From an optimization exercise on the open Yosys and OpenROAD flow, aimed at small area and a short achievable clock period; shortcuts taken in it are not production practice.
No functional check of the RTL was part of this run.
Power figures rest on the tool's default switching activity, not on a simulated workload.

==> flow/design.v <==
module HA(input a, input b, output s, output co);
  assign s = a ^ b;
  assign co = a & b;
endmodule
module HAN(input a, input b, output s, output co);
  assign s = ~(a ^ b);
  assign co = a | b;
endmodule
module FA(input a, input b, input c, output s, output co);
  assign s = a ^ b ^ c;
  assign co = (a & b) | (a & c) | (b & c);
endmodule
module FA1(input a, input b, output s, output co);
  assign s = ~(a ^ b);
  assign co = a | b;
endmodule
module complex(clk, a0, a1, b0, b1, im, re);
  input clk;
  input [7:0] a0, a1, b0, b1;
  output reg [15:0] im, re;
  wire [15:0] re_d, im_d;
  wire rs1;
  wire rc2;
  wire rs3;
  wire rc4;
  wire rs5;
  wire rc6;
  wire rs7;
  wire rc8;
  wire rs9;
  wire rc10;
  wire rs11;
  wire rc12;
  wire rs13;
  wire rc14;
  wire rs15;
  wire rc16;
  wire rs17;
  wire rc18;
  wire rs19;
  wire rc20;
  wire rs21;
  wire rc22;
  wire rs23;
  wire rc24;
  wire rs25;
  wire rc26;
  wire rs27;
  wire rc28;
  wire rs29;
  wire rc30;
  wire rs31;
  wire rc32;
  wire rs33;
  wire rc34;
  wire rs35;
  wire rc36;
  wire rs37;
  wire rc38;
  wire rs39;
  wire rc40;
  wire rs41;
  wire rc42;
  wire rs43;
  wire rc44;
  wire rs45;
  wire rc46;
  wire rs47;
  wire rc48;
  wire rs49;
  wire rc50;
  wire rs51;
  wire rc52;
  wire rs53;
  wire rc54;
  wire rs55;
  wire rc56;
  wire rs57;
  wire rc58;
  wire rs59;
  wire rc60;
  wire rs61;
  wire rc62;
  wire rs63;
  wire rc64;
  wire rn65;
  wire rs66;
  wire rc67;
  wire rs68;
  wire rc69;
  wire rs70;
  wire rc71;
  wire rs72;
  wire rc73;
  wire rs74;
  wire rc75;
  wire rs76;
  wire rc77;
  wire rs78;
  wire rc79;
  wire rs80;
  wire rc81;
  wire rs82;
  wire rc83;
  wire rs84;
  wire rc85;
  wire rs86;
  wire rc87;
  wire rs88;
  wire rc89;
  wire rs90;
  wire rc91;
  wire rs92;
  wire rc93;
  wire rs94;
  wire rc95;
  wire rs96;
  wire rc97;
  wire rs98;
  wire rc99;
  wire rs100;
  wire rc101;
  wire rs102;
  wire rc103;
  wire rs104;
  wire rc105;
  wire rs106;
  wire rc107;
  wire rs108;
  wire rc109;
  wire rs110;
  wire rc111;
  wire rs112;
  wire rc113;
  wire rs114;
  wire rc115;
  wire rs116;
  wire rc117;
  wire rs118;
  wire rc119;
  wire rs120;
  wire rc121;
  wire rn122;
  wire rs123;
  wire rc124;
  wire rs125;
  wire rc126;
  wire rs127;
  wire rc128;
  wire rs129;
  wire rc130;
  wire rs131;
  wire rc132;
  wire rs133;
  wire rc134;
  wire rs135;
  wire rc136;
  wire rs137;
  wire rc138;
  wire rs139;
  wire rc140;
  wire rs141;
  wire rc142;
  wire rs143;
  wire rc144;
  wire rs145;
  wire rc146;
  wire rs147;
  wire rc148;
  wire rs149;
  wire rc150;
  wire rs151;
  wire rc152;
  wire rs153;
  wire rc154;
  wire rs155;
  wire rc156;
  wire rs157;
  wire rc158;
  wire rs159;
  wire rc160;
  wire rs161;
  wire rc162;
  wire rs163;
  wire rc164;
  wire rs165;
  wire rc166;
  wire rs167;
  wire rc168;
  wire rs169;
  wire rc170;
  wire rs171;
  wire rc172;
  wire rs173;
  wire rc174;
  wire rs175;
  wire rc176;
  wire rs177;
  wire rc178;
  wire rs179;
  wire rc180;
  wire rs181;
  wire rc182;
  wire rs183;
  wire rc184;
  wire rs185;
  wire rc186;
  wire rs187;
  wire rc188;
  wire rs189;
  wire rc190;
  wire rs191;
  wire rc192;
  wire rs193;
  wire rc194;
  wire rs195;
  wire rc196;
  wire rs197;
  wire rc198;
  wire rs199;
  wire rc200;
  wire rs201;
  wire rc202;
  wire rs203;
  wire rc204;
  wire rs205;
  wire rc206;
  wire rs207;
  wire rc208;
  wire rs209;
  wire rc210;
  wire rs211;
  wire rc212;
  wire rs213;
  wire rc214;
  wire rs215;
  wire rc216;
  wire rs217;
  wire rc218;
  wire rs219;
  wire rc220;
  wire rs221;
  wire rc222;
  wire rs223;
  wire rc224;
  wire rs225;
  wire rc226;
  wire rahs227;
  wire rahc228;
  wire rahs229;
  wire rahc230;
  wire rahs231;
  wire rahc232;
  wire rahs233;
  wire rahc234;
  wire rahs235;
  wire rahc236;
  wire rahs237;
  wire rahc238;
  wire rahs239;
  wire rahc240;
  wire rahs241;
  wire rahc242;
  wire rahs243;
  wire rahc244;
  wire rahs245;
  wire rahc246;
  wire rahs247;
  wire rahc248;
  wire rahs249;
  wire rahc250;
  wire rahs251;
  wire rahc252;
  wire rahs253;
  wire rahc254;
  wire rahs255;
  wire rahc256;
  wire rahs257;
  wire rahc258;
  wire rag259;
  wire rag260;
  wire rap261;
  wire rag262;
  wire rap263;
  wire rag264;
  wire rap265;
  wire rag266;
  wire rap267;
  wire rag268;
  wire rap269;
  wire rag270;
  wire rap271;
  wire rag272;
  wire rap273;
  wire rag274;
  wire rag275;
  wire rag276;
  wire rap277;
  wire rag278;
  wire rap279;
  wire rag280;
  wire rap281;
  wire rag282;
  wire rap283;
  wire rag284;
  wire rap285;
  wire rag286;
  wire rap287;
  wire rag288;
  wire rag289;
  wire rag290;
  wire rag291;
  wire rag292;
  wire rap293;
  wire rag294;
  wire rap295;
  wire rag296;
  wire rap297;
  wire rag298;
  wire rap299;
  wire rag300;
  wire rag301;
  wire rag302;
  wire rag303;
  wire rag304;
  wire rag305;
  wire rag306;
  wire rag307;
  wire is308;
  wire ic309;
  wire is310;
  wire ic311;
  wire is312;
  wire ic313;
  wire is314;
  wire ic315;
  wire is316;
  wire ic317;
  wire is318;
  wire ic319;
  wire is320;
  wire ic321;
  wire is322;
  wire ic323;
  wire is324;
  wire ic325;
  wire is326;
  wire ic327;
  wire is328;
  wire ic329;
  wire is330;
  wire ic331;
  wire is332;
  wire ic333;
  wire is334;
  wire ic335;
  wire is336;
  wire ic337;
  wire is338;
  wire ic339;
  wire is340;
  wire ic341;
  wire is342;
  wire ic343;
  wire is344;
  wire ic345;
  wire is346;
  wire ic347;
  wire is348;
  wire ic349;
  wire is350;
  wire ic351;
  wire is352;
  wire ic353;
  wire is354;
  wire ic355;
  wire is356;
  wire ic357;
  wire is358;
  wire ic359;
  wire is360;
  wire ic361;
  wire is362;
  wire ic363;
  wire is364;
  wire ic365;
  wire is366;
  wire ic367;
  wire is368;
  wire ic369;
  wire is370;
  wire ic371;
  wire is372;
  wire ic373;
  wire is374;
  wire ic375;
  wire is376;
  wire ic377;
  wire is378;
  wire ic379;
  wire is380;
  wire ic381;
  wire is382;
  wire ic383;
  wire is384;
  wire ic385;
  wire is386;
  wire ic387;
  wire is388;
  wire ic389;
  wire is390;
  wire ic391;
  wire is392;
  wire ic393;
  wire is394;
  wire ic395;
  wire is396;
  wire ic397;
  wire is398;
  wire ic399;
  wire is400;
  wire ic401;
  wire is402;
  wire ic403;
  wire is404;
  wire ic405;
  wire is406;
  wire ic407;
  wire is408;
  wire ic409;
  wire is410;
  wire ic411;
  wire is412;
  wire ic413;
  wire is414;
  wire ic415;
  wire is416;
  wire ic417;
  wire is418;
  wire ic419;
  wire is420;
  wire ic421;
  wire is422;
  wire ic423;
  wire is424;
  wire ic425;
  wire is426;
  wire ic427;
  wire is428;
  wire ic429;
  wire is430;
  wire ic431;
  wire is432;
  wire ic433;
  wire is434;
  wire ic435;
  wire is436;
  wire ic437;
  wire is438;
  wire ic439;
  wire is440;
  wire ic441;
  wire is442;
  wire ic443;
  wire is444;
  wire ic445;
  wire is446;
  wire ic447;
  wire is448;
  wire ic449;
  wire is450;
  wire ic451;
  wire is452;
  wire ic453;
  wire is454;
  wire ic455;
  wire is456;
  wire ic457;
  wire is458;
  wire ic459;
  wire is460;
  wire ic461;
  wire is462;
  wire ic463;
  wire is464;
  wire ic465;
  wire is466;
  wire ic467;
  wire is468;
  wire ic469;
  wire is470;
  wire ic471;
  wire is472;
  wire ic473;
  wire is474;
  wire ic475;
  wire is476;
  wire ic477;
  wire is478;
  wire ic479;
  wire is480;
  wire ic481;
  wire is482;
  wire ic483;
  wire is484;
  wire ic485;
  wire is486;
  wire ic487;
  wire is488;
  wire ic489;
  wire is490;
  wire ic491;
  wire is492;
  wire ic493;
  wire is494;
  wire ic495;
  wire is496;
  wire ic497;
  wire is498;
  wire ic499;
  wire is500;
  wire ic501;
  wire is502;
  wire ic503;
  wire is504;
  wire ic505;
  wire is506;
  wire ic507;
  wire is508;
  wire ic509;
  wire is510;
  wire ic511;
  wire is512;
  wire ic513;
  wire is514;
  wire ic515;
  wire is516;
  wire ic517;
  wire iahs518;
  wire iahc519;
  wire iahs520;
  wire iahc521;
  wire iahs522;
  wire iahc523;
  wire iahs524;
  wire iahc525;
  wire iahs526;
  wire iahc527;
  wire iahs528;
  wire iahc529;
  wire iahs530;
  wire iahc531;
  wire iahs532;
  wire iahc533;
  wire iahs534;
  wire iahc535;
  wire iahs536;
  wire iahc537;
  wire iahs538;
  wire iahc539;
  wire iahs540;
  wire iahc541;
  wire iahs542;
  wire iahc543;
  wire iahs544;
  wire iahc545;
  wire iahs546;
  wire iahc547;
  wire iahs548;
  wire iahc549;
  wire iag550;
  wire iag551;
  wire iap552;
  wire iag553;
  wire iap554;
  wire iag555;
  wire iap556;
  wire iag557;
  wire iap558;
  wire iag559;
  wire iap560;
  wire iag561;
  wire iap562;
  wire iag563;
  wire iap564;
  wire iag565;
  wire iag566;
  wire iag567;
  wire iap568;
  wire iag569;
  wire iap570;
  wire iag571;
  wire iap572;
  wire iag573;
  wire iap574;
  wire iag575;
  wire iap576;
  wire iag577;
  wire iap578;
  wire iag579;
  wire iag580;
  wire iag581;
  wire iag582;
  wire iag583;
  wire iap584;
  wire iag585;
  wire iap586;
  wire iag587;
  wire iap588;
  wire iag589;
  wire iap590;
  wire iag591;
  wire iag592;
  wire iag593;
  wire iag594;
  wire iag595;
  wire iag596;
  wire iag597;
  wire iag598;
  FA1 ru2 ((a0[0] & b0[6]), (a0[1] & b0[5]), rs1, rc2);
  FA1 ru4 ((a0[0] & b0[7]), (a0[1] & b0[6]), rs3, rc4);
  FA ru6 ((a0[2] & b0[5]), (a0[3] & b0[4]), (a0[4] & b0[3]), rs5, rc6);
  HA ru8 ((a0[5] & b0[2]), (a0[6] & b0[1]), rs7, rc8);
  FA1 ru10 ((a0[1] & b0[7]), (a0[2] & b0[6]), rs9, rc10);
  FA ru12 ((a0[3] & b0[5]), (a0[4] & b0[4]), (a0[5] & b0[3]), rs11, rc12);
  HA ru14 ((a0[6] & b0[2]), (a0[7] & b0[1]), rs13, rc14);
  FA ru16 ((a0[2] & b0[7]), (a0[3] & b0[6]), (a0[4] & b0[5]), rs15, rc16);
  FA1 ru18 ((a0[0] & b0[4]), (a0[1] & b0[3]), rs17, rc18);
  FA1 ru20 ((a0[0] & b0[5]), (a0[1] & b0[4]), rs19, rc20);
  FA ru22 ((a0[2] & b0[3]), (a0[3] & b0[2]), (a0[4] & b0[1]), rs21, rc22);
  HA ru24 ((a0[5] & b0[0]), ~(a1[0] & b1[5]), rs23, rc24);
  FA ru26 ((a0[2] & b0[4]), (a0[3] & b0[3]), (a0[4] & b0[2]), rs25, rc26);
  FA ru28 ((a0[5] & b0[1]), (a0[6] & b0[0]), ~(a1[0] & b1[6]), rs27, rc28);
  FA ru30 (~(a1[1] & b1[5]), ~(a1[2] & b1[4]), ~(a1[3] & b1[3]), rs29, rc30);
  HA ru32 (~(a1[4] & b1[2]), ~(a1[5] & b1[1]), rs31, rc32);
  FA ru34 ((a0[7] & b0[0]), ~(a1[0] & b1[7]), ~(a1[1] & b1[6]), rs33, rc34);
  FA ru36 (~(a1[2] & b1[5]), ~(a1[3] & b1[4]), ~(a1[4] & b1[3]), rs35, rc36);
  FA ru38 (~(a1[5] & b1[2]), ~(a1[6] & b1[1]), ~(a1[7] & b1[0]), rs37, rc38);
  FA ru40 (rc2, rs3, rs7, rs39, rc40);
  FA ru42 (~(a1[1] & b1[7]), ~(a1[2] & b1[6]), ~(a1[3] & b1[5]), rs41, rc42);
  FA ru44 (~(a1[4] & b1[4]), ~(a1[5] & b1[3]), ~(a1[6] & b1[2]), rs43, rc44);
  FA ru46 (~(a1[7] & b1[1]), rc4, rc8, rs45, rc46);
  FA ru48 (rs9, rs13, rc6, rs47, rc48);
  FA ru50 ((a0[5] & b0[4]), (a0[6] & b0[3]), (a0[7] & b0[2]), rs49, rc50);
  FA ru52 (~(a1[2] & b1[7]), ~(a1[3] & b1[6]), ~(a1[4] & b1[5]), rs51, rc52);
  FA ru54 (~(a1[5] & b1[4]), ~(a1[6] & b1[3]), ~(a1[7] & b1[2]), rs53, rc54);
  FA ru56 (rc10, rc14, rc12, rs55, rc56);
  FA ru58 ((a0[3] & b0[7]), (a0[4] & b0[6]), (a0[5] & b0[5]), rs57, rc58);
  FA ru60 ((a0[6] & b0[4]), (a0[7] & b0[3]), ~(a1[3] & b1[7]), rs59, rc60);
  FA ru62 (~(a1[4] & b1[6]), ~(a1[5] & b1[5]), ~(a1[6] & b1[4]), rs61, rc62);
  FA ru64 ((a0[4] & b0[7]), (a0[5] & b0[6]), (a0[6] & b0[5]), rs63, rc64);
  assign rn65 = ~(a0[0] & b0[2]);
  FA1 ru67 ((a0[0] & b0[3]), (a0[1] & b0[2]), rs66, rc67);
  FA ru69 ((a0[2] & b0[1]), (a0[3] & b0[0]), ~(a1[0] & b1[3]), rs68, rc69);
  FA ru71 ((a0[2] & b0[2]), (a0[3] & b0[1]), (a0[4] & b0[0]), rs70, rc71);
  FA ru73 (~(a1[0] & b1[4]), ~(a1[1] & b1[3]), ~(a1[2] & b1[2]), rs72, rc73);
  HA ru75 (~(a1[3] & b1[1]), ~(a1[4] & b1[0]), rs74, rc75);
  FA ru77 (~(a1[1] & b1[4]), ~(a1[2] & b1[3]), ~(a1[3] & b1[2]), rs76, rc77);
  FA ru79 (~(a1[4] & b1[1]), ~(a1[5] & b1[0]), rc18, rs78, rc79);
  FA ru81 (rs19, rs23, rc75, rs80, rc81);
  FA ru83 (~(a1[6] & b1[0]), rc20, rs1, rs82, rc83);
  FA ru85 (rc24, rs31, rc22, rs84, rc85);
  FA ru87 (rc77, rs25, rs27, rs86, rc87);
  FA ru89 (rc32, rc26, rc28, rs88, rc89);
  FA ru91 (rc30, rs5, rs33, rs90, rc91);
  FA ru93 (rs35, rs37, rc83, rs92, rc93);
  FA ru95 (rc34, rc36, rc38, rs94, rc95);
  FA ru97 (rs11, rs41, rs43, rs96, rc97);
  FA ru99 (rc40, rs45, rc89, rs98, rc99);
  FA ru101 (rc42, rc44, rs15, rs100, rc101);
  FA ru103 (rs49, rs51, rs53, rs102, rc103);
  FA ru105 (rc46, rc48, rc95, rs104, rc105);
  FA ru107 (~(a1[7] & b1[3]), rc16, rc50, rs106, rc107);
  FA ru109 (rc52, rc54, rs57, rs108, rc109);
  FA ru111 (rs59, rs61, rc56, rs110, rc111);
  FA ru113 ((a0[7] & b0[4]), ~(a1[4] & b1[7]), ~(a1[5] & b1[6]), rs112, rc113);
  FA ru115 (~(a1[6] & b1[5]), ~(a1[7] & b1[4]), rc58, rs114, rc115);
  FA ru117 (rc60, rc62, rs63, rs116, rc117);
  FA ru119 ((a0[5] & b0[7]), (a0[6] & b0[6]), (a0[7] & b0[5]), rs118, rc119);
  FA ru121 (~(a1[5] & b1[7]), ~(a1[6] & b1[6]), ~(a1[7] & b1[5]), rs120, rc121);
  assign rn122 = ~(a0[0] & b0[1]);
  FA ru124 ((a0[1] & b0[1]), (a0[2] & b0[0]), ~(a1[0] & b1[2]), rs123, rc124);
  HA ru126 (~(a1[1] & b1[1]), ~(a1[2] & b1[0]), rs125, rc126);
  FA ru128 (~(a1[1] & b1[2]), ~(a1[2] & b1[1]), ~(a1[3] & b1[0]), rs127, rc128);
  FA ru130 ((a0[0] & b0[2]), rs66, rc126, rs129, rc130);
  FA ru132 (rc67, rs17, rs74, rs131, rc132);
  FA ru134 (rc69, rc128, rs70, rs133, rc134);
  FA ru136 (rc71, rc73, rs21, rs135, rc136);
  FA ru138 (rs76, rs78, rc132, rs137, rc138);
  FA ru140 (rs29, rc79, rc81, rs139, rc140);
  FA ru142 (rs82, rs84, rc136, rs141, rc142);
  FA ru144 (rs39, rc85, rc87, rs143, rc144);
  FA ru146 (rs88, rs90, rc140, rs145, rc146);
  FA ru148 (rs47, rc91, rs94, rs147, rc148);
  FA ru150 (rs96, rc93, rs98, rs149, rc150);
  FA ru152 (rs55, rc97, rs100, rs151, rc152);
  FA ru154 (rs102, rc99, rs104, rs153, rc154);
  FA ru156 (rc101, rc103, rs106, rs155, rc156);
  FA ru158 (rs108, rc105, rs110, rs157, rc158);
  FA ru160 (rs112, rc107, rc109, rs159, rc160);
  FA ru162 (rs114, rs116, rc111, rs161, rc162);
  FA ru164 (rc64, rc113, rs118, rs163, rc164);
  FA ru166 (rs120, rc115, rc117, rs165, rc166);
  FA ru168 ((a0[6] & b0[7]), (a0[7] & b0[6]), ~(a1[6] & b1[7]), rs167, rc168);
  FA ru170 (~(a1[7] & b1[6]), rc119, rc121, rs169, rc170);
  HA ru172 ((a0[1] & b0[0]), ~(a1[0] & b1[1]), rs171, rc172);
  FA ru174 ((a0[0] & b0[1]), rn65, rs125, rs173, rc174);
  FA ru176 (rc124, rs68, rs127, rs175, rc176);
  FA ru178 (rs72, rc130, rs131, rs177, rc178);
  FA ru180 (rs80, rc134, rs135, rs179, rc180);
  FA ru182 (rs86, rc138, rs139, rs181, rc182);
  FA ru184 (rs92, rc142, rs143, rs183, rc184);
  FA ru186 (rc144, rs147, rc146, rs185, rc186);
  FA ru188 (rc148, rs151, rc150, rs187, rc188);
  FA ru190 (rc152, rs155, rc154, rs189, rc190);
  FA ru192 (rc156, rs159, rc158, rs191, rc192);
  FA ru194 (rs163, rc160, rs165, rs193, rc194);
  FA ru196 (rs167, rc164, rs169, rs195, rc196);
  FA ru198 ((a0[7] & b0[7]), ~(a1[7] & b1[7]), rc168, rs197, rc198);
  HA ru200 (~(a1[1] & b1[0]), rn122, rs199, rc200);
  FA ru202 (rc172, rc200, rs123, rs201, rc202);
  FA ru204 (rc174, rs129, rc202, rs203, rc204);
  FA ru206 (rc176, rs133, rs177, rs205, rc206);
  FA ru208 (rs137, rc178, rs179, rs207, rc208);
  FA ru210 (rs141, rc180, rs181, rs209, rc210);
  FA ru212 (rc182, rs145, rs183, rs211, rc212);
  FA ru214 (rs149, rc184, rs185, rs213, rc214);
  FA ru216 (rs153, rc186, rs187, rs215, rc216);
  FA ru218 (rs157, rc188, rs189, rs217, rc218);
  FA ru220 (rs161, rc190, rs191, rs219, rc220);
  FA ru222 (rc162, rs193, rc192, rs221, rc222);
  FA ru224 (rc166, rs195, rc194, rs223, rc224);
  FA ru226 (rc170, rs197, rc196, rs225, rc226);
  HA rahu228 ((a0[0] & b0[0]), ~(a1[0] & b1[0]), rahs227, rahc228);
  HA rahu230 (rs171, rs199, rahs229, rahc230);
  HA rahu232 (rs173, rs201, rahs231, rahc232);
  HA rahu234 (rs175, rs203, rahs233, rahc234);
  HA rahu236 (rc204, rs205, rahs235, rahc236);
  HA rahu238 (rc206, rs207, rahs237, rahc238);
  HA rahu240 (rc208, rs209, rahs239, rahc240);
  HA rahu242 (rc210, rs211, rahs241, rahc242);
  HA rahu244 (rc212, rs213, rahs243, rahc244);
  HA rahu246 (rc214, rs215, rahs245, rahc246);
  HA rahu248 (rc216, rs217, rahs247, rahc248);
  HA rahu250 (rc218, rs219, rahs249, rahc250);
  HA rahu252 (rc220, rs221, rahs251, rahc252);
  HA rahu254 (rc222, rs223, rahs253, rahc254);
  HA rahu256 (rc224, rs225, rahs255, rahc256);
  HA rahu258 (rc198, rc226, rahs257, rahc258);
  assign rag259 = rahc228 | (rahs227 & 1'b1);
  assign rag260 = rahc232 | (rahs231 & rahc230);
  assign rap261 = rahs231 & rahs229;
  assign rag262 = rahc236 | (rahs235 & rahc234);
  assign rap263 = rahs235 & rahs233;
  assign rag264 = rahc240 | (rahs239 & rahc238);
  assign rap265 = rahs239 & rahs237;
  assign rag266 = rahc244 | (rahs243 & rahc242);
  assign rap267 = rahs243 & rahs241;
  assign rag268 = rahc248 | (rahs247 & rahc246);
  assign rap269 = rahs247 & rahs245;
  assign rag270 = rahc252 | (rahs251 & rahc250);
  assign rap271 = rahs251 & rahs249;
  assign rag272 = rahc256 | (rahs255 & rahc254);
  assign rap273 = rahs255 & rahs253;
  assign rag274 = rahc230 | (rahs229 & rag259);
  assign rag275 = rag260 | (rap261 & rag259);
  assign rag276 = rahc238 | (rahs237 & rag262);
  assign rap277 = rahs237 & rap263;
  assign rag278 = rag264 | (rap265 & rag262);
  assign rap279 = rap265 & rap263;
  assign rag280 = rahc246 | (rahs245 & rag266);
  assign rap281 = rahs245 & rap267;
  assign rag282 = rag268 | (rap269 & rag266);
  assign rap283 = rap269 & rap267;
  assign rag284 = rahc254 | (rahs253 & rag270);
  assign rap285 = rahs253 & rap271;
  assign rag286 = rag272 | (rap273 & rag270);
  assign rap287 = rap273 & rap271;
  assign rag288 = rahc234 | (rahs233 & rag275);
  assign rag289 = rag262 | (rap263 & rag275);
  assign rag290 = rag276 | (rap277 & rag275);
  assign rag291 = rag278 | (rap279 & rag275);
  assign rag292 = rahc250 | (rahs249 & rag282);
  assign rap293 = rahs249 & rap283;
  assign rag294 = rag270 | (rap271 & rag282);
  assign rap295 = rap271 & rap283;
  assign rag296 = rag284 | (rap285 & rag282);
  assign rap297 = rap285 & rap283;
  assign rag298 = rag286 | (rap287 & rag282);
  assign rap299 = rap287 & rap283;
  assign rag300 = rahc242 | (rahs241 & rag291);
  assign rag301 = rag266 | (rap267 & rag291);
  assign rag302 = rag280 | (rap281 & rag291);
  assign rag303 = rag282 | (rap283 & rag291);
  assign rag304 = rag292 | (rap293 & rag291);
  assign rag305 = rag294 | (rap295 & rag291);
  assign rag306 = rag296 | (rap297 & rag291);
  assign rag307 = rag298 | (rap299 & rag291);
  HAN iu309 (~(a0[0] & b1[6]), ~(a0[1] & b1[5]), is308, ic309);
  FA iu311 (~(a0[0] & b1[7]), ~(a0[1] & b1[6]), ~(a0[2] & b1[5]), is310, ic311);
  FA iu313 (~(a0[3] & b1[4]), ~(a0[4] & b1[3]), ~(a0[5] & b1[2]), is312, ic313);
  FA iu315 (~(a0[1] & b1[7]), ~(a0[2] & b1[6]), ~(a0[3] & b1[5]), is314, ic315);
  HAN iu317 (~(a0[4] & b1[4]), ~(a0[5] & b1[3]), is316, ic317);
  HAN iu319 (~(a0[2] & b1[7]), ~(a0[3] & b1[6]), is318, ic319);
  HAN iu321 (~(a0[0] & b1[4]), ~(a0[1] & b1[3]), is320, ic321);
  FA iu323 (~(a0[0] & b1[5]), ~(a0[1] & b1[4]), ~(a0[2] & b1[3]), is322, ic323);
  FA iu325 (~(a0[3] & b1[2]), ~(a0[4] & b1[1]), ~(a0[5] & b1[0]), is324, ic325);
  FA iu327 (~(a0[2] & b1[4]), ~(a0[3] & b1[3]), ~(a0[4] & b1[2]), is326, ic327);
  FA iu329 (~(a0[5] & b1[1]), ~(a0[6] & b1[0]), ~(a1[0] & b0[6]), is328, ic329);
  FA iu331 (~(a1[1] & b0[5]), ~(a1[2] & b0[4]), ~(a1[3] & b0[3]), is330, ic331);
  FA iu333 (~(a0[6] & b1[1]), ~(a0[7] & b1[0]), ~(a1[0] & b0[7]), is332, ic333);
  FA iu335 (~(a1[1] & b0[6]), ~(a1[2] & b0[5]), ~(a1[3] & b0[4]), is334, ic335);
  FA iu337 (~(a1[4] & b0[3]), ~(a1[5] & b0[2]), ~(a1[6] & b0[1]), is336, ic337);
  HAN iu339 (~(a1[7] & b0[0]), ic309, is338, ic339);
  FA iu341 (~(a0[6] & b1[2]), ~(a0[7] & b1[1]), ~(a1[1] & b0[7]), is340, ic341);
  FA iu343 (~(a1[2] & b0[6]), ~(a1[3] & b0[5]), ~(a1[4] & b0[4]), is342, ic343);
  FA iu345 (~(a1[5] & b0[3]), ~(a1[6] & b0[2]), ~(a1[7] & b0[1]), is344, ic345);
  FA iu347 (is316, ic311, ic313, is346, ic347);
  FA iu349 (~(a0[4] & b1[5]), ~(a0[5] & b1[4]), ~(a0[6] & b1[3]), is348, ic349);
  FA iu351 (~(a0[7] & b1[2]), ~(a1[2] & b0[7]), ~(a1[3] & b0[6]), is350, ic351);
  FA iu353 (~(a1[4] & b0[5]), ~(a1[5] & b0[4]), ~(a1[6] & b0[3]), is352, ic353);
  FA iu355 (~(a1[7] & b0[2]), ic317, is318, is354, ic355);
  FA iu357 (~(a0[3] & b1[7]), ~(a0[4] & b1[6]), ~(a0[5] & b1[5]), is356, ic357);
  FA iu359 (~(a0[6] & b1[4]), ~(a0[7] & b1[3]), ~(a1[3] & b0[7]), is358, ic359);
  FA iu361 (~(a1[4] & b0[6]), ~(a1[5] & b0[5]), ~(a1[6] & b0[4]), is360, ic361);
  FA iu363 (~(a0[4] & b1[7]), ~(a0[5] & b1[6]), ~(a0[6] & b1[5]), is362, ic363);
  FA iu365 (~(a0[0] & b1[3]), ~(a0[1] & b1[2]), ~(a0[2] & b1[1]), is364, ic365);
  FA iu367 (~(a0[2] & b1[2]), ~(a0[3] & b1[1]), ~(a0[4] & b1[0]), is366, ic367);
  FA iu369 (~(a1[0] & b0[4]), ~(a1[1] & b0[3]), ~(a1[2] & b0[2]), is368, ic369);
  FA iu371 (~(a1[0] & b0[5]), ~(a1[1] & b0[4]), ~(a1[2] & b0[3]), is370, ic371);
  FA iu373 (~(a1[3] & b0[2]), ~(a1[4] & b0[1]), ~(a1[5] & b0[0]), is372, ic373);
  HAN iu375 (ic321, ic367, is374, ic375);
  FA iu377 (~(a1[4] & b0[2]), ~(a1[5] & b0[1]), ~(a1[6] & b0[0]), is376, ic377);
  FA iu379 (is308, ic323, ic325, is378, ic379);
  FA iu381 (ic371, ic373, is326, is380, ic381);
  FA iu383 (ic327, ic329, ic331, is382, ic383);
  FA iu385 (ic377, is310, is312, is384, ic385);
  FA iu387 (is332, is334, is336, is386, ic387);
  FA iu389 (ic333, ic335, ic337, is388, ic389);
  FA iu391 (is314, is340, is342, is390, ic391);
  FA iu393 (is344, ic339, ic383, is392, ic393);
  FA iu395 (ic315, ic341, ic343, is394, ic395);
  FA iu397 (ic345, is348, is350, is396, ic397);
  FA iu399 (is352, is354, ic347, is398, ic399);
  FA iu401 (~(a1[7] & b0[3]), ic319, ic349, is400, ic401);
  FA iu403 (ic351, ic353, is356, is402, ic403);
  FA iu405 (is358, is360, ic355, is404, ic405);
  FA iu407 (~(a0[7] & b1[4]), ~(a1[4] & b0[7]), ~(a1[5] & b0[6]), is406, ic407);
  FA iu409 (~(a1[6] & b0[5]), ~(a1[7] & b0[4]), ic357, is408, ic409);
  FA iu411 (ic359, ic361, is362, is410, ic411);
  FA iu413 (~(a0[5] & b1[7]), ~(a0[6] & b1[6]), ~(a0[7] & b1[5]), is412, ic413);
  FA iu415 (~(a1[5] & b0[7]), ~(a1[6] & b0[6]), ~(a1[7] & b0[5]), is414, ic415);
  FA iu417 (~(a0[0] & b1[2]), ~(a0[1] & b1[1]), ~(a0[2] & b1[0]), is416, ic417);
  FA iu419 (~(a0[3] & b1[0]), ~(a1[0] & b0[3]), ~(a1[1] & b0[2]), is418, ic419);
  HAN iu421 (~(a1[2] & b0[1]), ~(a1[3] & b0[0]), is420, ic421);
  FA iu423 (~(a1[3] & b0[1]), ~(a1[4] & b0[0]), is320, is422, ic423);
  FA iu425 (ic421, ic365, ic419, is424, ic425);
  FA iu427 (ic369, is322, is324, is426, ic427);
  FA iu429 (is370, is372, is374, is428, ic429);
  FA iu431 (is328, is330, is376, is430, ic431);
  FA iu433 (ic375, is378, ic427, is432, ic433);
  FA iu435 (is338, ic379, ic381, is434, ic435);
  FA iu437 (is382, ic431, is384, is436, ic437);
  FA iu439 (is346, ic385, ic387, is438, ic439);
  FA iu441 (is388, is390, is392, is440, ic441);
  FA iu443 (ic389, ic391, is394, is442, ic443);
  FA iu445 (is396, ic393, is398, is444, ic445);
  FA iu447 (ic395, ic397, is400, is446, ic447);
  FA iu449 (is402, is404, ic399, is448, ic449);
  FA iu451 (is406, ic401, ic403, is450, ic451);
  FA iu453 (is408, is410, ic405, is452, ic453);
  FA iu455 (ic363, ic407, is412, is454, ic455);
  FA iu457 (is414, ic409, ic411, is456, ic457);
  FA iu459 (~(a0[6] & b1[7]), ~(a0[7] & b1[6]), ~(a1[6] & b0[7]), is458, ic459);
  FA iu461 (~(a1[7] & b0[6]), ic413, ic415, is460, ic461);
  HAN iu463 (~(a0[0] & b1[1]), ~(a0[1] & b1[0]), is462, ic463);
  FA iu465 (~(a1[0] & b0[2]), ~(a1[1] & b0[1]), ~(a1[2] & b0[0]), is464, ic465);
  FA iu467 (is420, ic417, ic465, is466, ic467);
  FA iu469 (is366, is368, is422, is468, ic469);
  FA iu471 (ic423, ic425, is426, is470, ic471);
  FA iu473 (is380, is430, ic429, is472, ic473);
  FA iu475 (is386, ic433, is434, is474, ic475);
  FA iu477 (ic435, ic437, is438, is476, ic477);
  FA iu479 (ic439, is442, ic441, is478, ic479);
  FA iu481 (ic443, is446, ic445, is480, ic481);
  FA iu483 (ic447, is450, is452, is482, ic483);
  FA iu485 (is454, ic451, is456, is484, ic485);
  FA iu487 (is458, ic455, is460, is486, ic487);
  FA iu489 (~(a0[7] & b1[7]), ~(a1[7] & b0[7]), ic459, is488, ic489);
  HAN iu491 (~(a1[0] & b0[1]), ~(a1[1] & b0[0]), is490, ic491);
  FA iu493 (ic463, ic491, is416, is492, ic493);
  FA iu495 (is364, is418, is466, is494, ic495);
  FA iu497 (ic467, is424, is468, is496, ic497);
  FA iu499 (is428, ic469, is470, is498, ic499);
  FA iu501 (is432, ic471, is472, is500, ic501);
  FA iu503 (is436, ic473, is474, is502, ic503);
  FA iu505 (is440, ic475, is476, is504, ic505);
  FA iu507 (is444, ic477, is478, is506, ic507);
  FA iu509 (is448, ic479, is480, is508, ic509);
  FA iu511 (ic449, is482, ic481, is510, ic511);
  FA iu513 (ic453, is484, ic483, is512, ic513);
  FA iu515 (ic457, is486, ic485, is514, ic515);
  FA iu517 (ic461, is488, ic487, is516, ic517);
  HA iahu519 (~(a0[0] & b1[0]), ~(a1[0] & b0[0]), iahs518, iahc519);
  HA iahu521 (is462, is490, iahs520, iahc521);
  HA iahu523 (is464, is492, iahs522, iahc523);
  HA iahu525 (ic493, is494, iahs524, iahc525);
  HA iahu527 (ic495, is496, iahs526, iahc527);
  HA iahu529 (ic497, is498, iahs528, iahc529);
  HA iahu531 (ic499, is500, iahs530, iahc531);
  HA iahu533 (ic501, is502, iahs532, iahc533);
  HA iahu535 (ic503, is504, iahs534, iahc535);
  HA iahu537 (ic505, is506, iahs536, iahc537);
  HA iahu539 (ic507, is508, iahs538, iahc539);
  HA iahu541 (ic509, is510, iahs540, iahc541);
  HA iahu543 (ic511, is512, iahs542, iahc543);
  HA iahu545 (ic513, is514, iahs544, iahc545);
  HA iahu547 (ic515, is516, iahs546, iahc547);
  HA iahu549 (ic489, ic517, iahs548, iahc549);
  assign iag550 = iahc519 | (iahs518 & 1'b1);
  assign iag551 = iahc523 | (iahs522 & iahc521);
  assign iap552 = iahs522 & iahs520;
  assign iag553 = iahc527 | (iahs526 & iahc525);
  assign iap554 = iahs526 & iahs524;
  assign iag555 = iahc531 | (iahs530 & iahc529);
  assign iap556 = iahs530 & iahs528;
  assign iag557 = iahc535 | (iahs534 & iahc533);
  assign iap558 = iahs534 & iahs532;
  assign iag559 = iahc539 | (iahs538 & iahc537);
  assign iap560 = iahs538 & iahs536;
  assign iag561 = iahc543 | (iahs542 & iahc541);
  assign iap562 = iahs542 & iahs540;
  assign iag563 = iahc547 | (iahs546 & iahc545);
  assign iap564 = iahs546 & iahs544;
  assign iag565 = iahc521 | (iahs520 & iag550);
  assign iag566 = iag551 | (iap552 & iag550);
  assign iag567 = iahc529 | (iahs528 & iag553);
  assign iap568 = iahs528 & iap554;
  assign iag569 = iag555 | (iap556 & iag553);
  assign iap570 = iap556 & iap554;
  assign iag571 = iahc537 | (iahs536 & iag557);
  assign iap572 = iahs536 & iap558;
  assign iag573 = iag559 | (iap560 & iag557);
  assign iap574 = iap560 & iap558;
  assign iag575 = iahc545 | (iahs544 & iag561);
  assign iap576 = iahs544 & iap562;
  assign iag577 = iag563 | (iap564 & iag561);
  assign iap578 = iap564 & iap562;
  assign iag579 = iahc525 | (iahs524 & iag566);
  assign iag580 = iag553 | (iap554 & iag566);
  assign iag581 = iag567 | (iap568 & iag566);
  assign iag582 = iag569 | (iap570 & iag566);
  assign iag583 = iahc541 | (iahs540 & iag573);
  assign iap584 = iahs540 & iap574;
  assign iag585 = iag561 | (iap562 & iag573);
  assign iap586 = iap562 & iap574;
  assign iag587 = iag575 | (iap576 & iag573);
  assign iap588 = iap576 & iap574;
  assign iag589 = iag577 | (iap578 & iag573);
  assign iap590 = iap578 & iap574;
  assign iag591 = iahc533 | (iahs532 & iag582);
  assign iag592 = iag557 | (iap558 & iag582);
  assign iag593 = iag571 | (iap572 & iag582);
  assign iag594 = iag573 | (iap574 & iag582);
  assign iag595 = iag583 | (iap584 & iag582);
  assign iag596 = iag585 | (iap586 & iag582);
  assign iag597 = iag587 | (iap588 & iag582);
  assign iag598 = iag589 | (iap590 & iag582);
  assign re_d[0] = rahs227 ^ 1'b1;
  assign re_d[1] = rahs229 ^ rag259;
  assign re_d[2] = rahs231 ^ rag274;
  assign re_d[3] = rahs233 ^ rag275;
  assign re_d[4] = rahs235 ^ rag288;
  assign re_d[5] = rahs237 ^ rag289;
  assign re_d[6] = rahs239 ^ rag290;
  assign re_d[7] = rahs241 ^ rag291;
  assign re_d[8] = rahs243 ^ rag300;
  assign re_d[9] = rahs245 ^ rag301;
  assign re_d[10] = rahs247 ^ rag302;
  assign re_d[11] = rahs249 ^ rag303;
  assign re_d[12] = rahs251 ^ rag304;
  assign re_d[13] = rahs253 ^ rag305;
  assign re_d[14] = rahs255 ^ rag306;
  assign re_d[15] = rahs257 ^ rag307;
  assign im_d[0] = ~(iahs518 ^ 1'b1);
  assign im_d[1] = ~(iahs520 ^ iag550);
  assign im_d[2] = ~(iahs522 ^ iag565);
  assign im_d[3] = ~(iahs524 ^ iag566);
  assign im_d[4] = ~(iahs526 ^ iag579);
  assign im_d[5] = ~(iahs528 ^ iag580);
  assign im_d[6] = ~(iahs530 ^ iag581);
  assign im_d[7] = ~(iahs532 ^ iag582);
  assign im_d[8] = ~(iahs534 ^ iag591);
  assign im_d[9] = ~(iahs536 ^ iag592);
  assign im_d[10] = ~(iahs538 ^ iag593);
  assign im_d[11] = ~(iahs540 ^ iag594);
  assign im_d[12] = ~(iahs542 ^ iag595);
  assign im_d[13] = ~(iahs544 ^ iag596);
  assign im_d[14] = ~(iahs546 ^ iag597);
  assign im_d[15] = ~(iahs548 ^ iag598);
  always @(posedge clk) begin
    re <= re_d;
    im <= im_d;
  end
endmodule
==> flow/run.sh <==
#!/bin/bash
# synth_recipe.tcl (not shown) runs the flow's synth.tcl, then flattens the netlist and writes it again
# the make line also repeats each setting of config.mk as NAME=value (left out here)
make -C /OpenROAD-flow-scripts/flow DESIGN_CONFIG=/design/flow/config.mk WORK_HOME=/design/flow/orfs CLKGATE_MAP_FILE= SYNTH_SCRIPT=/design/flow/synth_recipe.tcl finish
==> flow/config.mk <==
export PLATFORM = sky130hd
export DESIGN_NAME = complex
export DESIGN_NICKNAME = complex
export VERILOG_FILES = /design/flow/design.v
export SDC_FILE = /design/flow/constraint.sdc
export NUM_CORES = 4
export LEC_CHECK = 0
export CAP_MARGIN = 20
export CORE_MARGIN = 2
export CORE_UTILIZATION = 40
export PLACE_DENSITY = 0.6
export SLEW_MARGIN = 20
export SYNTH_HIERARCHICAL = 1
==> flow/constraint.sdc <==
create_clock -name core_clock -period 10.0 [get_ports {clk}]
set_input_delay 2.0000 -clock core_clock [delete_from_list [all_inputs] [get_ports {clk}]]
set_output_delay 2.0000 -clock core_clock [all_outputs]
set_load 0.01 [all_outputs]
==> out/results.tsv <==
stage	metric	value	unit
setup_path	critical_path_peak_fanout	16	
pwr	power.total	0.002996	W
pwr	power.density_cell_area	348.6	nW/µm²
clock_tree	cts_sinks	32	
grt	first_pass_grt_wire_length	30650	µm
yosys	synth_area_leaders	sky130_fd_sc_hd__fa_1 50%, sky130_fd_sc_hd__nand2_1 10%, sky130_fd_sc_hd__ha_1 9.9%, sky130_fd_sc_hd__dfxtp_1 8.3%, sky130_fd_sc_hd__and2_1 5.1%	
yosys	synth_enable_flop_cells	0	
yosys	synth_fp_nets	1086	
grt	first_global_vias	6033	
pwr	static-leakage-power	3.537	nW
placement	detailed_place.area	8448	µm²
yosys	ys_warn_count	7	
clock_tree	cts.reportedPaths.clkPinSlew	0.05	ns
setup_path	start_kind	input pin	
run	cap_viol_max_count	0	
route	dr.first_iter.drc_count	278	
sta	maxSlewHeadroom	46.79	%
pwr	share_clk_of_total_power	5.3	%
yosys	synth_seq_area_share	8.325	%
finish	fin_nets	1109	
pwr	switching_power	0.001443	W
clock_tree	cts_max_level	2	
finish	area_growth	11.69	%
pwr	power.ir.vdd_worst	263.2	µV
setup_path	criticalPathCategory	in -> reg	
yosys	synth-async-reset-ratio	0	%
clock_tree	cts-buffers-inserted	5	
sta	fin_crit	7.227	ns
finish	final_area	8594	µm²
worst_hold_path	min_to	im[0]	
floorplan	initial_util	41.00	%
floorplan	io_pins	65	
clock_tree	cts_tree	built	
sta	final.period_utilization	72.27	%
route	detail_route.first_pass.iterations	5	
sta	fin_setup_tns	0	ns
placement	place_hpwl	13800	µm
sta	timing_hold_violations_final	0	
yosys	postSynthRegisterBits	32	
clock_tree	cts-root-to-sink-buffers	2	
setup_path	cp.arrival	7.40	ns
run_status	status	finished clean	
yosys	synth.largest_area_cell	sky130_fd_sc_hd__fa_1	
route	total_via_count_in_the_routed_design	5500	
yosys	mappedNetlistArea	7695	µm²
yosys	portion_of_synthesized_cell_area_occupied_by_the_leading_cell_type	50.47	%
sta	fmaxAchievable	138.4	MHz
route	detail_route.drc_violations	0	
worst_hold_path	hold_path.startpoint	a0[0]	
finish	post_route_cells_drive_above_1_share	1.338	%
placement	gp_congestion	0.8218	
finish	number_of_inserted_diodes	0	
floorplan	die_width	142.7	µm
route	routed_via_density	5.208	
clock_tree	post_cts_resize_count	0	
floorplan	dieHeight	142.7	µm
pwr	internal_power_of_the_cells	0.001553	W
clock_tree	postCtsSetupBuffers	0	
sta	finalSetupViolations	0	
pwr	comb_power_share	86.0	%
worst_hold_path	hold_path.class	in -> reg	
setup_path	worst_ep_required_time	10.17	ns
sta	setup_repair_after_global_routing_missed_its_margin	false	
floorplan	fp.dieArea	20360	µm²
pwr	seqPwrFrac	8.7	%
yosys	synth_cell_types	39	
grt	grt_antenna_before_repair	0	
route	avgRoutedWirePerCell	16.84	µm
sta	worstMarginPinSlew	0.7956	ns
floorplan	core_area	18770	µm²
clock_tree	cts_hold_repair.buffers	0	
setup_path	critical_path.endpoint_type	flip-flop	
worst_hold_path	timing.hold.worst_path_depth	3	
sta	finalMaxSlewViolations	0	
route	routed_wirelength	17780	µm
yosys	synth-main-ff-cell	sky130_fd_sc_hd__dfxtp_1	
pwr	switching_share	48.17	%
clock_tree	clk_root_buffer_cell	sky130_fd_sc_hd__clkbuf_16	
grt	grt-ovfl-total	0	
grt	grt_start_max_net_pins	17	
floorplan	placement_rows	50	
route	antenna_left	0	
yosys	synth_area_per_cell	9.643	µm²
grt	globalRouteTotalUtil	19.26	%
yosys	synth_cells	798	
placement	port_buffers	64	
==> placed cells by master (no fill, tap or decap), types with 2 or more instances in the layout <==
cell	count
sky130_fd_sc_hd__and2_1	63
sky130_fd_sc_hd__fa_1	194
sky130_fd_sc_hd__a31oi_1	2
sky130_fd_sc_hd__a21oi_1	13
sky130_fd_sc_hd__nor2b_1	5
sky130_fd_sc_hd__a211o_1	2
sky130_fd_sc_hd__nor2_1	22
sky130_fd_sc_hd__nand2b_1	2
sky130_fd_sc_hd__o21a_1	3
sky130_fd_sc_hd__ha_1	61
sky130_fd_sc_hd__clkbuf_16	5
sky130_fd_sc_hd__clkdlybuf4s50_1	64
sky130_fd_sc_hd__a211oi_1	5
sky130_fd_sc_hd__nor3_1	6
sky130_fd_sc_hd__xor2_1	7
sky130_fd_sc_hd__nand2_1	204
sky130_fd_sc_hd__a21o_1	5
sky130_fd_sc_hd__or2_2	2
sky130_fd_sc_hd__inv_1	73
sky130_fd_sc_hd__dfxtp_1	32
sky130_fd_sc_hd__nand4_1	2
sky130_fd_sc_hd__o211ai_1	4
sky130_fd_sc_hd__o21ai_0	8
sky130_fd_sc_hd__o211a_1	2
sky130_fd_sc_hd__nand3_1	7
sky130_fd_sc_hd__and3_1	2
sky130_fd_sc_hd__xnor2_1	11
sky130_fd_sc_hd__clkbuf_1	2
==> worst max path at each step <==
stage,cells after the start,slack [ns],to,start
floorplan,15,3.31,im[15],b1[1]
global placement,14,2.58,im[14],b1[1]
detailed placement,14,2.52,im[14],b1[1]
CTS,14,2.83,im[14],b1[1]
global route,14,2.49,im[14],b1[1]
finish,14,2.77,im[14],b1[1]
==> area by class of cell <==
| class | count | area, µm² |
|---|---|---|
| Clock buffer | 8 | 146.4 |
| Fill cell | 1797 | 10170 |
| Inverter | 73 | 274.0 |
| Sequential cell | 32 | 640.6 |
| Multi-Input combinational cell | 645 | 6600 |
| Tap cell | 234 | 292.8 |
| Timing Repair Buffer | 64 | 640.6 |
==> modules after synthesis (local to each module, per instance) <==
module   copies in the design  flops+latches  cells
complex                     1             32    489
FA1                         6              0      5
HAN                         9              0      5
FA                        194              0      1
HA                         40              0      1
==> critical path, cell delays in order <==
cell,delay [ns]
sky130_fd_sc_hd__clkdlybuf4s50_1,0.94
sky130_fd_sc_hd__nand2_1,0.18
sky130_fd_sc_hd__fa_1,0.48
sky130_fd_sc_hd__fa_1,0.45
sky130_fd_sc_hd__fa_1,0.46
sky130_fd_sc_hd__fa_1,0.40
sky130_fd_sc_hd__fa_1,0.51
sky130_fd_sc_hd__fa_1,0.41
sky130_fd_sc_hd__ha_1,0.31
sky130_fd_sc_hd__inv_1,0.13
sky130_fd_sc_hd__o211ai_1,0.15
sky130_fd_sc_hd__a211oi_1,0.58
sky130_fd_sc_hd__o21ai_0,0.23
sky130_fd_sc_hd__xnor2_1,0.16
==> metrics by stage <==
| stage | hold WS, ns | util (%) | cells | setup slack (ns) |
|---|---|---|---|---|
| 5_1_grt | 2.975 | 45.79 | 1056 | 2.491 |
| 6_report | 2.897 | 45.79 | 1056 | 2.773 |
| 2_1_floorplan | 2.304 | - | 798 | 3.313 |
| 3_5_place_dp | 2.734 | 45.01 | 1048 | 2.521 |
| 3_3_place_gp | 2.735 | 45.01 | 1048 | 2.583 |
| 4_1_cts | 2.889 | 45.79 | 1056 | 2.826 |
==> routing by layer <==
| metal | wire (µm) | vias up | track usage, % |
|---|---|---|---|
| met1 | 8124 | 2845 | 27.24 |
| met4 | 219 | 0 | 4.013 |
| li1 | - | 2495 | - |
| met5 | 0 | - | 0 |
| met3 | 808 | 13 | 2.079 |
| met2 | 8627 | 147 | 32.26 |
==> cell usage after synthesis, types with 3 or more instances <==
master / number
sky130_fd_sc_hd__o21a_1: 3
sky130_fd_sc_hd__o211ai_1: 4
sky130_fd_sc_hd__a21oi_1: 13
sky130_fd_sc_hd__dfxtp_1: 32
sky130_fd_sc_hd__nand3_1: 7
sky130_fd_sc_hd__fa_1: 194
sky130_fd_sc_hd__nor2_1: 22
sky130_fd_sc_hd__and2_1: 63
sky130_fd_sc_hd__nor3_1: 6
sky130_fd_sc_hd__o21ai_0: 8
sky130_fd_sc_hd__xor2_1: 7
sky130_fd_sc_hd__nand2_1: 204
sky130_fd_sc_hd__ha_1: 61
sky130_fd_sc_hd__clkbuf_1: 48
sky130_fd_sc_hd__xnor2_1: 11
sky130_fd_sc_hd__inv_1: 73
sky130_fd_sc_hd__a211oi_1: 5
sky130_fd_sc_hd__a21o_1: 5
sky130_fd_sc_hd__nor2b_1: 5
==> flip-flops by register name, indices dropped and copies added (netlist names) <==
name  flops
im       16
re       16
==> cell families (layout without fill, tap and decap cells) <==
group                    after synthesis  count (layout)  synth area share (%)
AND/OR/NAND/NOR                      317             317                 18.28
adder cells (fa/ha/maj)              255             255                 60.39
buffers and inverters                121             145                 5.902
AO/OA/AOI/OAI                         55              55                 5.057
flip-flops                            32              32                 8.325
XOR/XNOR                              18              18                 2.049
==> power by group through the flow <==
stage          Clock (W)  Sequential (W)  Combinational, W
6_report        0.000159        0.000260           0.00258
5_1_grt         0.000169        0.000265           0.00296
4_1_cts         0.000166        0.000261           0.00262
3_5_place_dp           0        0.000263           0.00260
3_3_place_gp           0        0.000265           0.00256
2_1_floorplan          0        0.000297           0.00196

-- re-timing with driven ports --
Ports are ideal in the flow. The routed layout listed here was re-timed in OpenROAD.
Step 1 assumes that a clkbuf_16 drives the clock port and a buf_2 every other input.
Step 2 times the ports against the registers' clock, not the clock port: input delays grow and output delays shrink by t, the midpoint of the rising clock arrivals with the driver on.
Slacks: ideal ports / drivers / drivers and shift; pairs: ideal ports / drivers.
t, ns: 0.330
setup slack, ns: 2.773 / 2.793 / 2.463
worst setup path at the end: input to register
worst register clock-pin slew, ns: 0.06 / 0.06
After both steps setup and hold are still met in this run. The setup slack of this run moves by +0.020 ns with the drivers and by -0.310 ns with both steps.
